Source: an optimization exercise on an open RTL-to-GDS flow (aim: small area, a short achievable clock period and few clock cycles). Production flows keep margins and buffers that such runs may drop.
No functional check of the RTL was part of any run shown here.

==> flow/design.v (outline; a module is shown in full before it is edited, if it fits) <==
// module FA: 10 lines
// module INV: 3 lines
// module NAND2: 3 lines
// module NOR2: 3 lines
// module XOR2: 3 lines
// module XNOR2: 3 lines
// module A21OI: 3 lines
// module O21AI: 3 lines
// module OR2: 3 lines
// module HAP: 9 lines
// module Bitblade: 1855 lines
// module Cfu: 58 lines
module Cfu (
  input               cmd_valid,
  output              cmd_ready,
  input      [9:0]    cmd_payload_function_id,
  input      [31:0]   cmd_payload_inputs_0,
  input      [31:0]   cmd_payload_inputs_1,
  output              rsp_valid,
  input               rsp_ready,
  output     [31:0]   rsp_payload_outputs_0,
  input               reset,
  input               clk
);
  // ...
==> flow/flow/run.sh <==
#!/bin/bash
# Standard layout, with the port buffers made from sky130_fd_sc_hd__buf_2 cells instead of
# the delay cells the flow picks by default.  make's output goes to
# standard.log; each tool's own log is under orfs/logs/.
set -euo pipefail
export BUFFER_PORTS_ARGS="-buffer_cell sky130_fd_sc_hd__buf_2"
bash standard.sh > standard.log 2>&1
==> flow/standard.sh <==
#!/bin/bash
# synth_recipe.tcl (not shown) runs the flow's synth.tcl, then flattens the netlist and writes it again
# the make line also repeats each setting of config.mk as NAME=value (left out here)
make -C /OpenROAD-flow-scripts/flow DESIGN_CONFIG=/design/flow/config.mk WORK_HOME=/design/flow/orfs CLKGATE_MAP_FILE= SYNTH_SCRIPT=/design/flow/synth_recipe.tcl "${@:-finish}"
==> flow/config.mk <==
export PLATFORM = sky130hd
export DESIGN_NAME = Cfu
export DESIGN_NICKNAME = Cfu
export VERILOG_FILES = /design/flow/design.v
export SDC_FILE = /design/flow/constraint.sdc
export NUM_CORES = 4
export LEC_CHECK = 0
export CAP_MARGIN = 20
export CORE_MARGIN = 2
export CORE_UTILIZATION = 40
export SETUP_SLACK_MARGIN = 1.5
export SLEW_MARGIN = 20
export SYNTH_HIERARCHICAL = 1
export SYNTH_MINIMUM_KEEP_SIZE = 0
==> flow/constraint.sdc <==
create_clock -name core_clock -period 13.5 [get_ports {clk}]
set_input_delay 2.7000 -clock core_clock [delete_from_list [all_inputs] [get_ports {clk}]]
set_output_delay 2.7000 -clock core_clock [all_outputs]
set_load 0.01 [all_outputs]
==> results by group, run 1 <==
Routing
  • Final WL: 27970 um
  • DR pass1 iterations: 8

Clock network
  • Cts-stage hold buffer count: 0
  • Clock Pin Slew Worst Setup and Hold Paths: 70 ps
  • PostCTS Resize Cnt: 0
  • Clk Tree Root Cell: clkbuf_16
  • Clk sinks: 46
  • Total CTS buffers: 5
  • Clock latency (worst-skew pair): 290 ps

Layout
  • Most frequent cells in the layout: fa_1 (258), nand2_1 (134), nand3_1 (130)
  • Fin util: 43.99%
  • Invs w/o clock: 22
  • Area Overhead vs Synth: 7.861%
  • Layout cells sized above 1: 14.62%
  • Max FFs per register: 32

Setup path
  • CP dominant cell by count: fa_1
  • Worst-path fanout max: 8
  • Worst Path Required: 10800 ps
  • Critical R2R Capture: acc[26]
  • R2R cell count: 20
  • CP endpoint kind: primary output

Global route
  • Vias in the first global route: 7889
  • All-Layer GR Usage: 22.67%
  • M1 GR Usage: 31.44%

Synth
  • Most frequent cells after synthesis: fa_1 (258), nand2_1 (134), nand3_1 (130)
  • Sequential share of the synthesized area: 9.257%
  • Top cells by area, synth: fa_1 (52%), dfxtp_1 (9.3%), nand3_1 (6.5%)
  • Mux cell area share after synthesis: 2.012%
  • Ys async rst share: 0%

Timing
  • Max Clock Skew: 10.54 ps
  • Hold Fails Final Rpt: 0
  • Fin. max-slew vios: 0
  • Slew Limit Headroom: 35.58%

Die
  • Ports: 112

Run status
  • Run status: finished clean

Worst hold path
  • Hold WC Path Type: register to register
==> inputs of run 2 (changes only) <==
--- a/flow/design.v
+++ b/flow/design.v
@@ -24,28 +24,37 @@
 assign y = ~(a ^ b);
 endmodule
 module A21OI (input a, input b, input c, output y);
 assign y = ~(a & b | c);
 endmodule
 module O21AI (input a, input b, input c, output y);
 assign y = ~((a | b) & c);
 endmodule
-module OR2 (input a, input b, output y);
-assign y = a | b;
+module HAN (
+  input  a,
+  input  b,
+  output s,
+  output co
+);
+assign s  = ~(a ^ b);
+assign co = a | b;
 endmodule
 module HAP (
   input  a,
   input  b,
   output s,
   output co
 );
 assign s  = a ^ b;
 assign co = a & b;
 endmodule
+module MUX2 (input a, input b, input c, output y);
+assign y = c ? a : b;
+endmodule
 module Bitblade (
   input         sel8,    
   input         op3,     
   input  [31:0] in_a,
   input  [31:0] in_b,
   input  [31:0] acc,     
   input         ldu,     
   input  [10:0] p_g,     
@@ -826,18 +835,17 @@
 wire s414;
 wire c415;
 FA fa415 (.a(ag390), .b(c403), .ci(s410), .s(s414), .co(c415));
 wire s416;
 wire c417;
 FA fa417 (.a(h236), .b(h238), .ci(c405), .s(s416), .co(c417));
 wire s418;
 wire c419;
-XNOR2 hx419 (.a(s412), .b(s414), .y(s418));
-OR2 ho419 (.a(s412), .b(s414), .y(c419));
+HAN ha419 (.a(s412), .b(s414), .s(s418), .co(c419));
 wire s420;
 wire c421;
 FA fa421 (.a(p3), .b(p6), .ci(p9), .s(s420), .co(c421));
 wire s422;
 wire c423;
 FA fa423 (.a(p19), .b(p22), .ci(p25), .s(s422), .co(c423));
 wire s424;
 wire c425;
@@ -860,18 +868,17 @@
 wire s436;
 wire c437;
 FA fa437 (.a(h240), .b(s432), .ci(c415), .s(s436), .co(c437));
 wire s438;
 wire c439;
 FA fa439 (.a(c417), .b(s434), .ci(h242), .s(s438), .co(c439));
 wire s440;
 wire c441;
-XNOR2 hx441 (.a(c419), .b(s436), .y(s440));
-OR2 ho441 (.a(c419), .b(s436), .y(c441));
+HAN ha441 (.a(c419), .b(s436), .s(s440), .co(c441));
 wire s442;
 wire c443;
 FA fa443 (.a(p4), .b(p7), .ci(p10), .s(s442), .co(c443));
 wire s444;
 wire c445;
 FA fa445 (.a(p13), .b(p20), .ci(p23), .s(s444), .co(c445));
 wire s446;
 wire c447;
@@ -1332,18 +1339,17 @@
 wire s750;
 wire c751;
 FA fa751 (.a(c701), .b(s746), .ci(c703), .s(s750), .co(c751));
 wire s752;
 wire c753;
 FA fa753 (.a(s748), .b(c705), .ci(s750), .s(s752), .co(c753));
 wire s754;
 wire c755;
-XNOR2 hx755 (.a(c707), .b(s752), .y(s754));
-OR2 ho755 (.a(c707), .b(s752), .y(c755));
+HAN ha755 (.a(c707), .b(s752), .s(s754), .co(c755));
 wire s756;
 wire c757;
 FA fa757 (.a(p382), .b(p383), .ci(p384), .s(s756), .co(c757));
 wire s758;
 wire c759;
 FA fa759 (.a(p385), .b(p386), .ci(p387), .s(s758), .co(c759));
 wire s760;
 wire c761;
@@ -1435,29 +1441,26 @@
 wire s818;
 wire c819;
 FA fa819 (.a(c813), .b(s816), .ci(c815), .s(s818), .co(c819));
 wire s820;
 wire c821;
 FA fa821 (.a(~acc[15]), .b(h253), .ci(h255), .s(s820), .co(c821));
 wire s822;
 wire c823;
-XNOR2 hx823 (.a(c817), .b(s820), .y(s822));
-OR2 ho823 (.a(c817), .b(s820), .y(c823));
+HAN ha823 (.a(c817), .b(s820), .s(s822), .co(c823));
 wire s824;
 wire c825;
 FA fa825 (.a(~acc[16]), .b(h257), .ci(h259), .s(s824), .co(c825));
 wire s826;
 wire c827;
-XNOR2 hx827 (.a(c821), .b(s824), .y(s826));
-OR2 ho827 (.a(c821), .b(s824), .y(c827));
+HAN ha827 (.a(c821), .b(s824), .s(s826), .co(c827));
 wire s828;
 wire c829;
-XNOR2 hx829 (.a(~acc[17]), .b(c825), .y(s828));
-OR2 ho829 (.a(~acc[17]), .b(c825), .y(c829));
+HAN ha829 (.a(~acc[17]), .b(c825), .s(s828), .co(c829));
 wire g830;
 assign g830 = ~(s402 | s404);
 wire q831;
 assign q831 = s402 ^ s404;
 wire g832;
 assign g832 = ~(s416 | s418);
 wire q833;
 assign q833 = s416 ^ s418;
@@ -1663,241 +1666,276 @@
 A21OI u933 (.a(k886), .b(k882), .c(k885), .y(k933));
 wire k934;
 NAND2 u934 (.a(k886), .b(k883), .y(k934));
 wire k935;
 A21OI u935 (.a(k889), .b(k885), .c(k888), .y(k935));
 wire k936;
 NAND2 u936 (.a(k889), .b(k886), .y(k936));
 wire k937;
-INV u937 (.a(k879), .y(k937));
+A21OI u937 (.a(k892), .b(k888), .c(k891), .y(k937));
 wire k938;
-INV u938 (.a(k880), .y(k938));
+NAND2 u938 (.a(k892), .b(k889), .y(k938));
 wire k939;
-O21AI u939 (.a(k934), .b(k937), .c(k933), .y(k939));
+NAND2 u939 (.a(k894), .b(k891), .y(k939));
 wire k940;
-O21AI u940 (.a(k936), .b(k932), .c(k935), .y(k940));
+NAND2 u940 (.a(k894), .b(k892), .y(k940));
 wire k941;
-A21OI u941 (.a(k892), .b(k940), .c(k891), .y(k941));
+INV u941 (.a(k879), .y(k941));
 wire k942;
-NAND2 u942 (.a(k894), .b(k891), .y(k942));
+INV u942 (.a(k880), .y(k942));
 wire k943;
-NAND2 u943 (.a(k894), .b(k892), .y(k943));
+O21AI u943 (.a(k934), .b(k941), .c(k933), .y(k943));
 wire k944;
-INV u944 (.a(k895), .y(k944));
+O21AI u944 (.a(k936), .b(k932), .c(k935), .y(k944));
 wire k945;
-NAND2 u945 (.a(k896), .b(k894), .y(k945));
+O21AI u945 (.a(k938), .b(k933), .c(k937), .y(k945));
 wire k946;
-A21OI u946 (.a(k899), .b(k895), .c(k898), .y(k946));
+NOR2 u946 (.a(k938), .b(k934), .y(k946));
 wire k947;
-NAND2 u947 (.a(k899), .b(k896), .y(k947));
+O21AI u947 (.a(k940), .b(k935), .c(k939), .y(k947));
 wire k948;
-A21OI u948 (.a(k902), .b(k898), .c(k901), .y(k948));
+NOR2 u948 (.a(k940), .b(k936), .y(k948));
 wire k949;
-NAND2 u949 (.a(k902), .b(k899), .y(k949));
+A21OI u949 (.a(k946), .b(k879), .c(k945), .y(k949));
 wire k950;
-A21OI u950 (.a(k905), .b(k901), .c(k904), .y(k950));
+INV u950 (.a(k932), .y(k950));
 wire k951;
-NAND2 u951 (.a(k905), .b(k902), .y(k951));
+A21OI u951 (.a(k948), .b(k950), .c(k947), .y(k951));
 wire k952;
-A21OI u952 (.a(k908), .b(k904), .c(k907), .y(k952));
+INV u952 (.a(k951), .y(k952));
 wire k953;
-NAND2 u953 (.a(k908), .b(k905), .y(k953));
+A21OI u953 (.a(k896), .b(k952), .c(k895), .y(k953));
 wire k954;
-A21OI u954 (.a(k911), .b(k907), .c(k910), .y(k954));
+A21OI u954 (.a(k899), .b(k895), .c(k898), .y(k954));
 wire k955;
-NAND2 u955 (.a(k911), .b(k908), .y(k955));
+NAND2 u955 (.a(k899), .b(k896), .y(k955));
 wire k956;
-A21OI u956 (.a(k914), .b(k910), .c(k913), .y(k956));
+A21OI u956 (.a(k902), .b(k898), .c(k901), .y(k956));
 wire k957;
-NAND2 u957 (.a(k914), .b(k911), .y(k957));
+NAND2 u957 (.a(k902), .b(k899), .y(k957));
 wire k958;
-A21OI u958 (.a(k917), .b(k913), .c(k916), .y(k958));
+A21OI u958 (.a(k905), .b(k901), .c(k904), .y(k958));
 wire k959;
-NAND2 u959 (.a(k917), .b(k914), .y(k959));
+NAND2 u959 (.a(k905), .b(k902), .y(k959));
 wire k960;
-NAND2 u960 (.a(k919), .b(k916), .y(k960));
+A21OI u960 (.a(k908), .b(k904), .c(k907), .y(k960));
 wire k961;
-NAND2 u961 (.a(k919), .b(k917), .y(k961));
+NAND2 u961 (.a(k908), .b(k905), .y(k961));
 wire k962;
-INV u962 (.a(k920), .y(k962));
+A21OI u962 (.a(k911), .b(k907), .c(k910), .y(k962));
 wire k963;
-NAND2 u963 (.a(k921), .b(k919), .y(k963));
+NAND2 u963 (.a(k911), .b(k908), .y(k963));
 wire k964;
-A21OI u964 (.a(k924), .b(k920), .c(k923), .y(k964));
+A21OI u964 (.a(k914), .b(k910), .c(k913), .y(k964));
 wire k965;
-NAND2 u965 (.a(k924), .b(k921), .y(k965));
+NAND2 u965 (.a(k914), .b(k911), .y(k965));
 wire k966;
-A21OI u966 (.a(k927), .b(k923), .c(k926), .y(k966));
+A21OI u966 (.a(k917), .b(k913), .c(k916), .y(k966));
 wire k967;
-NAND2 u967 (.a(k927), .b(k924), .y(k967));
+NAND2 u967 (.a(k917), .b(k914), .y(k967));
 wire k968;
-A21OI u968 (.a(k930), .b(k926), .c(k929), .y(k968));
+NAND2 u968 (.a(k919), .b(k916), .y(k968));
 wire k969;
-NAND2 u969 (.a(k930), .b(k927), .y(k969));
+NAND2 u969 (.a(k919), .b(k917), .y(k969));
 wire k970;
-INV u970 (.a(k940), .y(k970));
+NAND2 u970 (.a(k921), .b(k919), .y(k970));
 wire k971;
-O21AI u971 (.a(k943), .b(k970), .c(k942), .y(k971));
+INV u971 (.a(k970), .y(k971));
 wire k972;
-O21AI u972 (.a(k945), .b(k941), .c(k944), .y(k972));
+A21OI u972 (.a(k924), .b(k920), .c(k923), .y(k972));
 wire k973;
-O21AI u973 (.a(k947), .b(k942), .c(k946), .y(k973));
+NAND2 u973 (.a(k924), .b(k921), .y(k973));
 wire k974;
-NOR2 u974 (.a(k947), .b(k943), .y(k974));
+A21OI u974 (.a(k927), .b(k923), .c(k926), .y(k974));
 wire k975;
-O21AI u975 (.a(k949), .b(k944), .c(k948), .y(k975));
+NAND2 u975 (.a(k927), .b(k924), .y(k975));
 wire k976;
-NOR2 u976 (.a(k949), .b(k945), .y(k976));
+A21OI u976 (.a(k930), .b(k926), .c(k929), .y(k976));
 wire k977;
-O21AI u977 (.a(k951), .b(k946), .c(k950), .y(k977));
+NAND2 u977 (.a(k930), .b(k927), .y(k977));
 wire k978;
-NOR2 u978 (.a(k951), .b(k947), .y(k978));
+O21AI u978 (.a(k955), .b(k951), .c(k954), .y(k978));
 wire k979;
-O21AI u979 (.a(k953), .b(k948), .c(k952), .y(k979));
+O21AI u979 (.a(k957), .b(k953), .c(k956), .y(k979));
 wire k980;
-NOR2 u980 (.a(k953), .b(k949), .y(k980));
+O21AI u980 (.a(k959), .b(k954), .c(k958), .y(k980));
 wire k981;
-O21AI u981 (.a(k955), .b(k950), .c(k954), .y(k981));
+NOR2 u981 (.a(k959), .b(k955), .y(k981));
 wire k982;
-NOR2 u982 (.a(k955), .b(k951), .y(k982));
+O21AI u982 (.a(k961), .b(k956), .c(k960), .y(k982));
 wire k983;
-O21AI u983 (.a(k957), .b(k952), .c(k956), .y(k983));
+NOR2 u983 (.a(k961), .b(k957), .y(k983));
 wire k984;
-NOR2 u984 (.a(k957), .b(k953), .y(k984));
+O21AI u984 (.a(k963), .b(k958), .c(k962), .y(k984));
 wire k985;
-O21AI u985 (.a(k959), .b(k954), .c(k958), .y(k985));
+NOR2 u985 (.a(k963), .b(k959), .y(k985));
 wire k986;
-NOR2 u986 (.a(k959), .b(k955), .y(k986));
+O21AI u986 (.a(k965), .b(k960), .c(k964), .y(k986));
 wire k987;
-O21AI u987 (.a(k961), .b(k956), .c(k960), .y(k987));
+NOR2 u987 (.a(k965), .b(k961), .y(k987));
 wire k988;
-NOR2 u988 (.a(k961), .b(k957), .y(k988));
+O21AI u988 (.a(k967), .b(k962), .c(k966), .y(k988));
 wire k989;
-O21AI u989 (.a(k963), .b(k958), .c(k962), .y(k989));
+NOR2 u989 (.a(k967), .b(k963), .y(k989));
 wire k990;
-NOR2 u990 (.a(k963), .b(k959), .y(k990));
+O21AI u990 (.a(k969), .b(k964), .c(k968), .y(k990));
 wire k991;
-O21AI u991 (.a(k965), .b(k960), .c(k964), .y(k991));
+NOR2 u991 (.a(k969), .b(k965), .y(k991));
 wire k992;
-NOR2 u992 (.a(k965), .b(k961), .y(k992));
+INV u992 (.a(k966), .y(k992));
 wire k993;
-O21AI u993 (.a(k967), .b(k962), .c(k966), .y(k993));
+INV u993 (.a(k967), .y(k993));
 wire k994;
-NOR2 u994 (.a(k967), .b(k963), .y(k994));
+A21OI u994 (.a(k971), .b(k992), .c(k920), .y(k994));
 wire k995;
-O21AI u995 (.a(k969), .b(k964), .c(k968), .y(k995));
+NAND2 u995 (.a(k971), .b(k993), .y(k995));
 wire k996;
-NOR2 u996 (.a(k969), .b(k965), .y(k996));
+O21AI u996 (.a(k973), .b(k968), .c(k972), .y(k996));
 wire k997;
-A21OI u997 (.a(k974), .b(k940), .c(k973), .y(k997));
+NOR2 u997 (.a(k973), .b(k969), .y(k997));
 wire k998;
-INV u998 (.a(k941), .y(k998));
+INV u998 (.a(k920), .y(k998));
 wire k999;
-A21OI u999 (.a(k976), .b(k998), .c(k975), .y(k999));
+INV u999 (.a(k971), .y(k999));
 wire k1000;
-A21OI u1000 (.a(k978), .b(k971), .c(k977), .y(k1000));
+O21AI u1000 (.a(k975), .b(k998), .c(k974), .y(k1000));
 wire k1001;
-A21OI u1001 (.a(k980), .b(k972), .c(k979), .y(k1001));
+NOR2 u1001 (.a(k975), .b(k999), .y(k1001));
 wire k1002;
-A21OI u1002 (.a(k982), .b(k973), .c(k981), .y(k1002));
+O21AI u1002 (.a(k977), .b(k972), .c(k976), .y(k1002));
 wire k1003;
-NAND2 u1003 (.a(k982), .b(k974), .y(k1003));
+NOR2 u1003 (.a(k977), .b(k973), .y(k1003));
 wire k1004;
-A21OI u1004 (.a(k984), .b(k975), .c(k983), .y(k1004));
+INV u1004 (.a(k951), .y(k1004));
 wire k1005;
-NAND2 u1005 (.a(k984), .b(k976), .y(k1005));
+A21OI u1005 (.a(k981), .b(k1004), .c(k980), .y(k1005));
 wire k1006;
-A21OI u1006 (.a(k986), .b(k977), .c(k985), .y(k1006));
+INV u1006 (.a(k953), .y(k1006));
 wire k1007;
-NAND2 u1007 (.a(k986), .b(k978), .y(k1007));
+A21OI u1007 (.a(k983), .b(k1006), .c(k982), .y(k1007));
 wire k1008;
-A21OI u1008 (.a(k988), .b(k979), .c(k987), .y(k1008));
+A21OI u1008 (.a(k985), .b(k978), .c(k984), .y(k1008));
 wire k1009;
-NAND2 u1009 (.a(k988), .b(k980), .y(k1009));
+A21OI u1009 (.a(k987), .b(k979), .c(k986), .y(k1009));
 wire k1010;
-A21OI u1010 (.a(k990), .b(k981), .c(k989), .y(k1010));
+A21OI u1010 (.a(k989), .b(k980), .c(k988), .y(k1010));
 wire k1011;
-NAND2 u1011 (.a(k990), .b(k982), .y(k1011));
+NAND2 u1011 (.a(k989), .b(k981), .y(k1011));
 wire k1012;
-A21OI u1012 (.a(k992), .b(k983), .c(k991), .y(k1012));
+A21OI u1012 (.a(k991), .b(k982), .c(k990), .y(k1012));
 wire k1013;
-NAND2 u1013 (.a(k992), .b(k984), .y(k1013));
+NAND2 u1013 (.a(k991), .b(k983), .y(k1013));
 wire k1014;
-A21OI u1014 (.a(k994), .b(k985), .c(k993), .y(k1014));
+INV u1014 (.a(k984), .y(k1014));
 wire k1015;
-NAND2 u1015 (.a(k994), .b(k986), .y(k1015));
+INV u1015 (.a(k985), .y(k1015));
 wire k1016;
-A21OI u1016 (.a(k996), .b(k987), .c(k995), .y(k1016));
+O21AI u1016 (.a(k995), .b(k1014), .c(k994), .y(k1016));
 wire k1017;
-NAND2 u1017 (.a(k996), .b(k988), .y(k1017));
+NOR2 u1017 (.a(k995), .b(k1015), .y(k1017));
 wire k1018;
-O21AI u1018 (.a(k1003), .b(k970), .c(k1002), .y(k1018));
+A21OI u1018 (.a(k997), .b(k986), .c(k996), .y(k1018));
 wire k1019;
-O21AI u1019 (.a(k1005), .b(k941), .c(k1004), .y(k1019));
+NAND2 u1019 (.a(k997), .b(k987), .y(k1019));
 wire k1020;
-INV u1020 (.a(k971), .y(k1020));
+A21OI u1020 (.a(k1001), .b(k988), .c(k1000), .y(k1020));
 wire k1021;
-O21AI u1021 (.a(k1007), .b(k1020), .c(k1006), .y(k1021));
+NAND2 u1021 (.a(k1001), .b(k989), .y(k1021));
 wire k1022;
-INV u1022 (.a(k972), .y(k1022));
+A21OI u1022 (.a(k1003), .b(k990), .c(k1002), .y(k1022));
 wire k1023;
-O21AI u1023 (.a(k1009), .b(k1022), .c(k1008), .y(k1023));
+NAND2 u1023 (.a(k1003), .b(k991), .y(k1023));
 wire k1024;
-O21AI u1024 (.a(k1011), .b(k997), .c(k1010), .y(k1024));
+O21AI u1024 (.a(k1011), .b(k951), .c(k1010), .y(k1024));
 wire k1025;
-O21AI u1025 (.a(k1013), .b(k999), .c(k1012), .y(k1025));
+O21AI u1025 (.a(k1013), .b(k953), .c(k1012), .y(k1025));
 wire k1026;
-O21AI u1026 (.a(k1015), .b(k1000), .c(k1014), .y(k1026));
+A21OI u1026 (.a(k1017), .b(k978), .c(k1016), .y(k1026));
 wire k1027;
-O21AI u1027 (.a(k1017), .b(k1001), .c(k1016), .y(k1027));
-wire S1028;
-assign S1028 = k881;
+INV u1027 (.a(k979), .y(k1027));
+wire k1028;
+O21AI u1028 (.a(k1019), .b(k1027), .c(k1018), .y(k1028));
 wire k1029;
-XOR2 u1029 (.a(k884), .b(k879), .y(k1029));
+O21AI u1029 (.a(k1021), .b(k1005), .c(k1020), .y(k1029));
 wire k1030;
-XNOR2 u1030 (.a(k887), .b(k932), .y(k1030));
-wire k1031;
-XOR2 u1031 (.a(k890), .b(k939), .y(k1031));
+O21AI u1030 (.a(k1023), .b(k1007), .c(k1022), .y(k1030));
+wire S1031;
+assign S1031 = k881;
 wire k1032;
-XOR2 u1032 (.a(k893), .b(k940), .y(k1032));
+XOR2 u1032 (.a(k884), .b(k879), .y(k1032));
 wire k1033;
-XNOR2 u1033 (.a(k894), .b(k941), .y(k1033));
+XNOR2 u1033 (.a(k887), .b(k932), .y(k1033));
 wire k1034;
-XOR2 u1034 (.a(k897), .b(k971), .y(k1034));
+XOR2 u1034 (.a(k890), .b(k943), .y(k1034));
 wire k1035;
-XOR2 u1035 (.a(k900), .b(k972), .y(k1035));
+XOR2 u1035 (.a(k893), .b(k944), .y(k1035));
 wire k1036;
-XNOR2 u1036 (.a(k903), .b(k997), .y(k1036));
+XNOR2 u1036 (.a(k894), .b(k949), .y(k1036));
 wire k1037;
-XNOR2 u1037 (.a(k906), .b(k999), .y(k1037));
+XNOR2 u1037 (.a(k897), .b(k951), .y(k1037));
 wire k1038;
-XNOR2 u1038 (.a(k909), .b(k1000), .y(k1038));
+XNOR2 u1038 (.a(k900), .b(k953), .y(k1038));
 wire k1039;
-XNOR2 u1039 (.a(k912), .b(k1001), .y(k1039));
+XOR2 u1039 (.a(k903), .b(k978), .y(k1039));
 wire k1040;
-XOR2 u1040 (.a(k915), .b(k1018), .y(k1040));
+XOR2 u1040 (.a(k906), .b(k979), .y(k1040));
 wire k1041;
-XOR2 u1041 (.a(k918), .b(k1019), .y(k1041));
+XNOR2 u1041 (.a(k909), .b(k1005), .y(k1041));
 wire k1042;
-XOR2 u1042 (.a(k919), .b(k1021), .y(k1042));
+XNOR2 u1042 (.a(k912), .b(k1007), .y(k1042));
 wire k1043;
-XOR2 u1043 (.a(k922), .b(k1023), .y(k1043));
+XNOR2 u1043 (.a(k915), .b(k1008), .y(k1043));
 wire k1044;
-XOR2 u1044 (.a(k925), .b(k1024), .y(k1044));
+XNOR2 u1044 (.a(k918), .b(k1009), .y(k1044));
 wire k1045;
-XOR2 u1045 (.a(k928), .b(k1025), .y(k1045));
+XOR2 u1045 (.a(k919), .b(k1024), .y(k1045));
 wire k1046;
-XOR2 u1046 (.a(k931), .b(k1026), .y(k1046));
-wire ck1047;
-assign ck1047 = k1027;
-wire [18:0] lo = {k1046, k1045, k1044, k1043, k1042, k1041, k1040, k1039, k1038, k1037, k1036, k1035, k1034, k1033, k1032, k1031, k1030, k1029, S1028};
+XOR2 u1046 (.a(k922), .b(k1025), .y(k1046));
+wire k1047;
+XNOR2 u1047 (.a(k925), .b(k1026), .y(k1047));
+wire k1048;
+XOR2 u1048 (.a(k928), .b(k1028), .y(k1048));
+wire k1049;
+XOR2 u1049 (.a(k931), .b(k1029), .y(k1049));
+wire ck1050;
+assign ck1050 = k1030;
+wire [18:0] lo = {k1049, k1048, k1047, k1046, k1045, k1044, k1043, k1042, k1041, k1040, k1039, k1038, k1037, k1036, k1035, k1034, k1033, k1032, S1031};
 wire [12:0] inc = acc[31:19] + 1'b1;
-wire [31:0] sum = {ck1047 ? inc : acc[31:19], lo};
-wire [31:0] rspv = {(op3 & ck1047) ? inc : acc[31:19] & {13{keep | op3}}, lo & {19{op3}} | acc[18:0] & {19{keep}}};
+wire [31:0] sum = {ck1050 ? inc : acc[31:19], lo};
+wire [12:0] hi1 = op3 ? inc : acc[31:19] & {13{keep}};
+wire [12:0] hi0 = acc[31:19] & {13{keep | op3}};
+wire k1051;
+MUX2 u1051 (.a(hi1[0]), .b(hi0[0]), .c(ck1050), .y(k1051));
+wire k1052;
+MUX2 u1052 (.a(hi1[1]), .b(hi0[1]), .c(ck1050), .y(k1052));
+wire k1053;
+MUX2 u1053 (.a(hi1[2]), .b(hi0[2]), .c(ck1050), .y(k1053));
+wire k1054;
+MUX2 u1054 (.a(hi1[3]), .b(hi0[3]), .c(ck1050), .y(k1054));
+wire k1055;
+MUX2 u1055 (.a(hi1[4]), .b(hi0[4]), .c(ck1050), .y(k1055));
+wire k1056;
+MUX2 u1056 (.a(hi1[5]), .b(hi0[5]), .c(ck1050), .y(k1056));
+wire k1057;
+MUX2 u1057 (.a(hi1[6]), .b(hi0[6]), .c(ck1050), .y(k1057));
+wire k1058;
+MUX2 u1058 (.a(hi1[7]), .b(hi0[7]), .c(ck1050), .y(k1058));
+wire k1059;
+MUX2 u1059 (.a(hi1[8]), .b(hi0[8]), .c(ck1050), .y(k1059));
+wire k1060;
+MUX2 u1060 (.a(hi1[9]), .b(hi0[9]), .c(ck1050), .y(k1060));
+wire k1061;
+MUX2 u1061 (.a(hi1[10]), .b(hi0[10]), .c(ck1050), .y(k1061));
+wire k1062;
+MUX2 u1062 (.a(hi1[11]), .b(hi0[11]), .c(ck1050), .y(k1062));
+wire k1063;
+MUX2 u1063 (.a(hi1[12]), .b(hi0[12]), .c(ck1050), .y(k1063));
+wire [12:0] hi = {k1063, k1062, k1061, k1060, k1059, k1058, k1057, k1056, k1055, k1054, k1053, k1052, k1051};
+wire [31:0] rspv = {hi, lo & {19{op3}} | acc[18:0] & {19{keep}}};
 assign psum = sum[10:0];
 assign rsp = rspv;
 endmodule
 module Cfu (
   input               cmd_valid,
   output              cmd_ready,
   input      [9:0]    cmd_payload_function_id,
   input      [31:0]   cmd_payload_inputs_0,
==> results by group, run 2 <==
Worst hold path
  • Hold path endpoint: ups[4]
  • Hold Path Origin: ups[4]
  • Hold WC Path Type: register to register
  • Cell count of the worst hold path: 2

Layout
  • Most common cell after layout, fill and taps aside: fa_1
  • Max FFs per register: 32 (unchanged)
  • Final Net Count: 1428
  • Largest registers: acc (32), ups (11)
  • Area Overhead vs Synth: 6.498%
  • ANT cells: 0
  • Layout cells sized above 1: 15.50% (+0.88 points)
  • Most frequent cells in the layout: fa_1 (258), nand2_1 (131), nand3_1 (126)
  • Fin util: 43.06% (-0.93 points)
  • Cell area after layout: 11160 um^2
  • Non-filler cells, final: 1419
  • Biggest register: acc

Placed design
  • Dpl ws: 1804 ps
  • RePlAce Congestion: 0.9140
  • # port buffers: 105
  • Post-placement cell count: 1411
  • DP Area: 11010 um^2
  • DP Wirelength: 23980 um

Die
  • Die height: 165.8 um
  • Core box area: 25910 um^2
  • Starting Density: 40.43%
  • Ports: 112 (unchanged)
  • Die area: 27500 um^2
  • Die width: 165.8 um
  • Rows: 59

Job
  • MaxCap Viol Count: 0

Global route
  • Vias in the first global route: 8292 (+5.1%)
  • Grt ovf: 0
  • All-Layer GR Usage: 21.69% (-0.98 points)
  • Initial antenna violation count: 0
  • Pin count of the biggest net entering global routing: 161
  • First-pass GRT wire length: 46370 um

Timing
  • Actual slew at the worst max-slew pin: 1008 ps
  • Max Fclk: 85.43 MHz
  • Max Clock Skew: 7.164 ps (-3.371 ps)
  • Worst setup margin: 1795 ps
  • Slew Limit Headroom: 32.77% (-2.8 points)
  • Final setup viols: 0
  • RSZ-0062 raised after global routing: no
  • TNS Setup: 0 ps
  • Period utilization: 86.70%
  • Min Tclk post-route: 11700 ps
  • Hold slack: 470.3 ps
  • Hold Fails Final Rpt: 0 (unchanged)
  • Fin. max-slew vios: 0 (unchanged)

Setup path
  • Worst R2R Start: mode
  • Worst EP arrival: 9000 ps
  • Path type of the worst setup path: primary input to primary output
  • CP startpoint kind: primary input
  • Reg-to-reg slack, setup: 6120 ps
  • Worst Path Required: 10800 ps (about the same)
  • CP endpoint kind: primary output
  • Worst-path fanout max: 13 (+5)
  • R2R cell count: 17 (-15%)
  • Critical R2R Capture: acc[20]

Synth
  • Syn Area/Cell: 9.902 um^2
  • Synth Warn #: 7
  • Most frequent cells after synthesis: fa_1 (258), nand2_1 (131), nand3_1 (126)
  • Share of the synthesized area in the top cell type: 49.30%
  • Mapped Nets: 1403
  • Top cells by area, synth: fa_1 (49%), dfxtp_1 (8.8%), nand3_1 (6.0%)
  • Post-synth EDFFs: 0
  • Cell Area, Synth: 10480 um^2
  • Synth Register Bits: 46
  • Ys async rst share: 0% (unchanged)
  • Mapped Cells: 1058
  • Post-synth top area cell: fa_1
  • Count leader, synth: fa_1
  • Synth cell types: 47
  • Ys flop type: dfxtp_1
  • Sequential share of the synthesized area: 8.790% (-0.47 points)

Clock network
  • Clk Tree Root Cell: clkbuf_16
  • PostCTS Resize Cnt: 0 (unchanged)
  • CTS tree: built
  • Clock Pin Slew Worst Setup and Hold Paths: 80 ps (about the same)
  • Clock Path Buffers: 2
  • Clock latency (worst-skew pair): 300 ps (about the same)
  • Total CTS buffers: 5 (unchanged)
  • Post-CTS setup buffer count: 0
  • Cts-stage hold buffer count: 0 (unchanged)
  • H-tree depth: 2
  • Clk sinks: 46 (unchanged)

Routing
  • Antenna-violating nets left: 0
  • Vias: 7779
  • Drt drc: 0
  • DR pass1 iterations: 6 (-2)
  • DR WL/cell: 20.26 um
  • First DRT Iteration DRCs: 572
  • DR vias/cell: 5.482
  • Final WL: 28740 um (+2.8%)

Run status
  • Run status: finished clean
## run 2: cell count changes after synthesis, sizes merged, moves of 6 or more
cell,change
inv,+37
buf,+18
mux2,+14
and2,+8
a21oi,+7
ha,+6
or2,-6
## run 2: worst max-delay path, stage by stage
cell	delay, ps
buf_2	240
nand3_1	150
fa_1	610
fa_1	460
fa_1	510
fa_1	540
fa_1	460
fa_1	410
fa_1	520
fa_1	460
nor2_1	220
a21oi_2	70
o21ai_1	260
a21oi_2	90
o21ai_2	800
mux2_4	360
buf_2	140
## run 2: modules after synthesis, one instance, submodules excluded, a selection
module	cell area, um^2	flip-flops and latches	cells
XOR2	8.758	0	1
Bitblade	2562	0	476
INV	3.754	0	1
HAP	12.51	0	1
A21OI	8.758	0	1
NOR2	3.754	0	1
FA	20.02	0	1
## run 2: layer usage
layer	up-vias	GRT usage, %	part of all wire (%)
met1	3985	30.09	42
met5	-	0	0
met4	0	5.936	3.2
met3	56	3.503	7.3
li1	3428	-	-
met2	310	35.54	48
## run 2: kinds of logic after synthesis
family | synth area share [%]
AO/OA/AOI/OAI | 6.390
XOR/XNOR | 2.926
adder cells (fa/ha/maj) | 50.38
buffers and inverters | 6.533
flip-flops | 8.790
multiplexers | 3.690
AND/OR/NAND/NOR | 21.29
## run 2: cell type report
cell class | count | area, um^2
fillers | 2502 | 14750
multi-input cells | 863 | 8884
flip-flops and latches | 46 | 920.9
repair buffers | 108 | 560.5
well taps | 335 | 419.2
inverters | 59 | 221.5
clock buffers | 5 | 125.1
clock inverters | 3 | 26.28
## run 2: worst max path at each step
stage / start / endpoint / cells after the start
2_1_floorplan: cmd_payload_inputs_0[9] / rsp_payload_outputs_0[19] / 18
3_3_place_gp: cmd_payload_inputs_1[2] / rsp_payload_outputs_0[26] / 18
3_5_place_dp: cmd_payload_inputs_1[10] / rsp_payload_outputs_0[26] / 18
4_1_cts: cmd_payload_inputs_1[10] / rsp_payload_outputs_0[26] / 18
5_1_grt: cmd_payload_inputs_1[10] / rsp_payload_outputs_0[20] / 18
6_report: cmd_payload_inputs_1[11] / rsp_payload_outputs_0[20] / 17

afterwards: timing with drivers on the ports:
No port has a modelled driver above. Below, the same layouts with a new extraction and two added sets of constraints. Step 1: set_driving_cell puts a clkbuf_16 on clk and a buf_2 on each other input, an assumption about the parent block. Step 2 adds t to the input delays and takes it off the output delays; t is the mean of the earliest and latest rising clock arrival at the registers after step 1. Input paths then give back, and output paths get back, about the clock's delay inside the block. Three values: no drivers, after step 1, after step 2; two values: the first two.
| run | t, ns | setup WS [ns] | worst setup path at the end | clock arrival spread, ns | pins driven straight from the clock port |
|---|---|---|---|---|---|
| run 1 | 0.319 | 1.834 / 1.811 / 1.811 | input to output | 0.010 / 0.010 | 1 |
| run 2 | 0.328 | 1.795 / 1.775 / 1.775 | input to output | 0.007 / 0.007 | 1 |
After both steps every run listed still meets setup and hold. For run 1, which loses most, drivers alone change the setup slack by -0.023 ns; drivers and shift together by -0.023 ns.
